What follows belongs to an exercise in optimizing a design on an open flow for small area and a short achievable clock period; a production flow would make more cautious choices.
In this exercise RTL edits were held to simulation tests only and were not proved equivalent to the original.

==> job 510 <==
// FFTSmall
module FFTSmall(
  input          clock,
  input          reset,
  input          io_in_valid,
  input  [15:0]  io_in_bits_0_real,
  input  [15:0]  io_in_bits_0_imag,
  input  [15:0]  io_in_bits_1_real,
  input  [15:0]  io_in_bits_1_imag,
  input  [15:0]  io_in_bits_2_real,
  input  [15:0]  io_in_bits_2_imag,
  input  [15:0]  io_in_bits_3_real,
  input  [15:0]  io_in_bits_3_imag,
  input  [15:0]  io_in_bits_4_real,
  input  [15:0]  io_in_bits_4_imag,
  input  [15:0]  io_in_bits_5_real,
  input  [15:0]  io_in_bits_5_imag,
  input  [15:0]  io_in_bits_6_real,
  input  [15:0]  io_in_bits_6_imag,
  input  [15:0]  io_in_bits_7_real,
  input  [15:0]  io_in_bits_7_imag,
  input          io_in_sync,
  output         io_out_valid,
  output [15:0]  io_out_bits_0_real,
  output [15:0]  io_out_bits_0_imag,
  output [15:0]  io_out_bits_1_real,
  output [15:0]  io_out_bits_1_imag,
  output [15:0]  io_out_bits_2_real,
  output [15:0]  io_out_bits_2_imag,
  output [15:0]  io_out_bits_3_real,
  output [15:0]  io_out_bits_3_imag,
  output [15:0]  io_out_bits_4_real,
  output [15:0]  io_out_bits_4_imag,
  output [15:0]  io_out_bits_5_real,
  output [15:0]  io_out_bits_5_imag,
  output [15:0]  io_out_bits_6_real,
  output [15:0]  io_out_bits_6_imag,
  output [15:0]  io_out_bits_7_real,
  output [15:0]  io_out_bits_7_imag,
  output         io_out_sync,
  output         io_data_set_end_status,
  input          io_data_set_end_clear
);
clock: 80.0 ns
lec_check: 0
abc_area: 1
cap_margin: 20
core_margin: 10
core_utilization: 55
slew_margin: 20
standard.sh (not shown) runs the stock make flow with config.mk's settings and CLKGATE_MAP_FILE= SYNTH_SCRIPT=/design/flow/synth_recipe.tcl, a recipe that flattens the netlist after the stock synthesis.
==> flow/flow/run.sh <==
#!/bin/bash
# Layout flow: the standard layout (standard.sh, all ORFS steps) with two knobs changed:
#  - the port buffers are sky130_fd_sc_hd__buf_4 (BUFFER_PORTS_ARGS) rather than the
#    resizer's default pick (a slow clkdlybuf4s50_1);
#  - repair_timing aims for a setup slack margin of 56 ns (SETUP_SLACK_MARGIN), so that it
#    sizes the longest paths instead of stopping at the 80 ns clock's large slack.
# The clock period, the SDC and all other settings are the standard flow's.  make's full output goes to
# standard_flow.log in this folder; ORFS's per-step logs are under orfs/logs.
set -euo pipefail
bash standard.sh SETUP_SLACK_MARGIN=56 "BUFFER_PORTS_ARGS=-buffer_cell sky130_fd_sc_hd__buf_4" finish > standard_flow.log 2>&1
==> job 4695 (differences from job 510) <==
--- a/flow/design.v
+++ b/flow/design.v
@@ -64,15 +64,15 @@
     d_vd <= b_v2;
     d_cnt <= d_cnt_n;
     d_sync <= d_sync_n;
     t_vd <= b_v2;
     dses <= ~reset & ~io_data_set_end_clear & ((t_vd & ~b_v2) | dses);
   end
   assign io_out_valid = b_v2;
-  assign io_out_sync = b_v2 & d_sync;
+  assign io_out_sync = d_sync;
   assign io_data_set_end_status = dses;
   wire signed [15:0] xv_0_real = io_in_valid ? io_in_bits_0_real : 16'sd0;
   wire signed [15:0] xv_0_imag = io_in_valid ? io_in_bits_0_imag : 16'sd0;
   wire signed [15:0] xv_1_real = io_in_valid ? io_in_bits_1_real : 16'sd0;
   wire signed [15:0] xv_1_imag = io_in_valid ? io_in_bits_1_imag : 16'sd0;
   wire signed [15:0] xv_2_real = io_in_valid ? io_in_bits_2_real : 16'sd0;
   wire signed [15:0] xv_2_imag = io_in_valid ? io_in_bits_2_imag : 16'sd0;
==> flow/run.sh (new file) <==
#!/bin/bash
# synth_recipe.tcl (not shown) runs the flow's synth.tcl, then flattens the netlist and writes it again
# the make line also repeats each setting of config.mk as NAME=value (left out here)
make -C /OpenROAD-flow-scripts/flow DESIGN_CONFIG=/design/flow/config.mk WORK_HOME=/design/flow/orfs CLKGATE_MAP_FILE= SYNTH_SCRIPT=/design/flow/synth_recipe.tcl finish
==> flow/config.mk (replaced) <==
export PLATFORM = sky130hd
export DESIGN_NAME = FFTSmall
export DESIGN_NICKNAME = FFTSmall
export VERILOG_FILES = /design/flow/design.v
export SDC_FILE = /design/flow/constraint.sdc
export NUM_CORES = 4
export LEC_CHECK = 0
export ABC_AREA = 1
export CAP_MARGIN = 20
export CORE_MARGIN = 10
export CORE_UTILIZATION = 45
export SLEW_MARGIN = 20
removed: flow/flow/run.sh
removed: flow/standard.sh
==> job 3613 (differences from job 510) <==
--- a/flow/design.v
+++ b/flow/design.v
@@ -64,15 +64,15 @@
     d_vd <= b_v2;
     d_cnt <= d_cnt_n;
     d_sync <= d_sync_n;
     t_vd <= b_v2;
     dses <= ~reset & ~io_data_set_end_clear & ((t_vd & ~b_v2) | dses);
   end
   assign io_out_valid = b_v2;
-  assign io_out_sync = b_v2 & d_sync;
+  assign io_out_sync = d_sync;
   assign io_data_set_end_status = dses;
   wire signed [15:0] xv_0_real = io_in_valid ? io_in_bits_0_real : 16'sd0;
   wire signed [15:0] xv_0_imag = io_in_valid ? io_in_bits_0_imag : 16'sd0;
   wire signed [15:0] xv_1_real = io_in_valid ? io_in_bits_1_real : 16'sd0;
   wire signed [15:0] xv_1_imag = io_in_valid ? io_in_bits_1_imag : 16'sd0;
   wire signed [15:0] xv_2_real = io_in_valid ? io_in_bits_2_real : 16'sd0;
   wire signed [15:0] xv_2_imag = io_in_valid ? io_in_bits_2_imag : 16'sd0;
==> flow/config.mk (replaced) <==
export PLATFORM = sky130hd
export DESIGN_NAME = FFTSmall
export DESIGN_NICKNAME = FFTSmall
export VERILOG_FILES = /design/flow/design.v
export SDC_FILE = /design/flow/constraint.sdc
export NUM_CORES = 4
export LEC_CHECK = 0
export ABC_AREA = 1
export CAP_MARGIN = 20
export CORE_MARGIN = 10
export CORE_UTILIZATION = 45
export SLEW_MARGIN = 20
==> qor summary <==
| item | job 510 | job 4695 | job 3613 |
|---|---|---|---|
| Run status | no timing/DRC/antenna violations | no timing/DRC/antenna violations | no timing/DRC/antenna violations |
| Site Rows | 230 | 255 | 255 |
| Tapcells inserted | 5,220 | 6,425 | 6,425 |
| Layout clock buffer count | 136 | 121 | 116 |
| Number of non-clock inverters | 7,199 | 7,191 | 7,191 |
| Nets in the synthesized netlist | 32,320 | 32,300 | 32,300 |
| Most repeated library cell on the critical path | fa_1 | fa_1 | nand2_2 |
| Timing endpoint of the critical path | io_out_bits_7_real[12] | q_7_imag[15]$_DFF_P_ | io_out_bits_7_imag[14] |
| Critical path capture point type | output port | register | output port |
| Maximum clock frequency | 39.04 MHz | 35.86 MHz | 38.98 MHz |
| XOR/XNOR Fraction of Synth Area | 0.04857 | 0.04874 | 0.04874 |
| Starting density of the core | 0.5534 | 0.4514 | 0.4514 |
| Worst Path Class, Setup | reg -> out | reg -> reg | reg -> out |
| Crit path arrival time | 9.62 ns | 28.64 ns | 9.66 ns |
| Via count of the first global-routing pass | 168,400 | 164,600 | 167,600 |
| Shortest period the worst path allows | 25.62 ns | 27.89 ns | 25.66 ns |
| Antenna diodes | 24 | 14 | 16 |
| Via-to-Cell Ratio | 5.505 | 5.227 | 5.274 |
| Post-place instance area | 228,400 sq um | 230,700 sq um | 229,600 sq um |
| Filler-free cell count of the finished design | 30,810 | 31,210 | 31,880 |
| Floorplan die height | 649.1 microns | 715.4 microns | 715.4 microns |
| Met1 layer wirelength in the final routing | 359,400 microns | 361,800 microns | 372,400 microns |

## afterwards: timing with drivers on the ports
No port has a modelled driver above. Below, the same layouts with a new extraction and two added sets of constraints.
Step 1, drivers: a clkbuf_16 drives clock and a buf_2 each remaining input, both assumed.
Step 2 moves the port delays by t, midway between the first and last clock arrival at a register: inputs arrive t later, outputs are due t later. That takes back most of the time a late clock gives input paths.
Three values: ideal ports, drivers, drivers and shift; two values: the first two.
| run | shift t [ns] | setup slack, ns | worst setup path after step 2 | latest minus earliest clock arrival (ns) | worst data-port slew with drivers (ns) |
|---|---|---|---|---|---|
| job 510 | 0.885 | 54.382 / 54.267 / 55.152 | register to output | 0.083 / 0.083 | 0.13 |
| job 4695 | 0.990 | 52.113 / 52.082 / 52.113 | register to register | 0.160 / 0.161 | 0.11 |
| job 3613 | 0.957 | 54.343 / 54.244 / 54.935 | input to register | 0.128 / 0.127 | 0.21 |
After both steps every run listed still meets setup and hold.
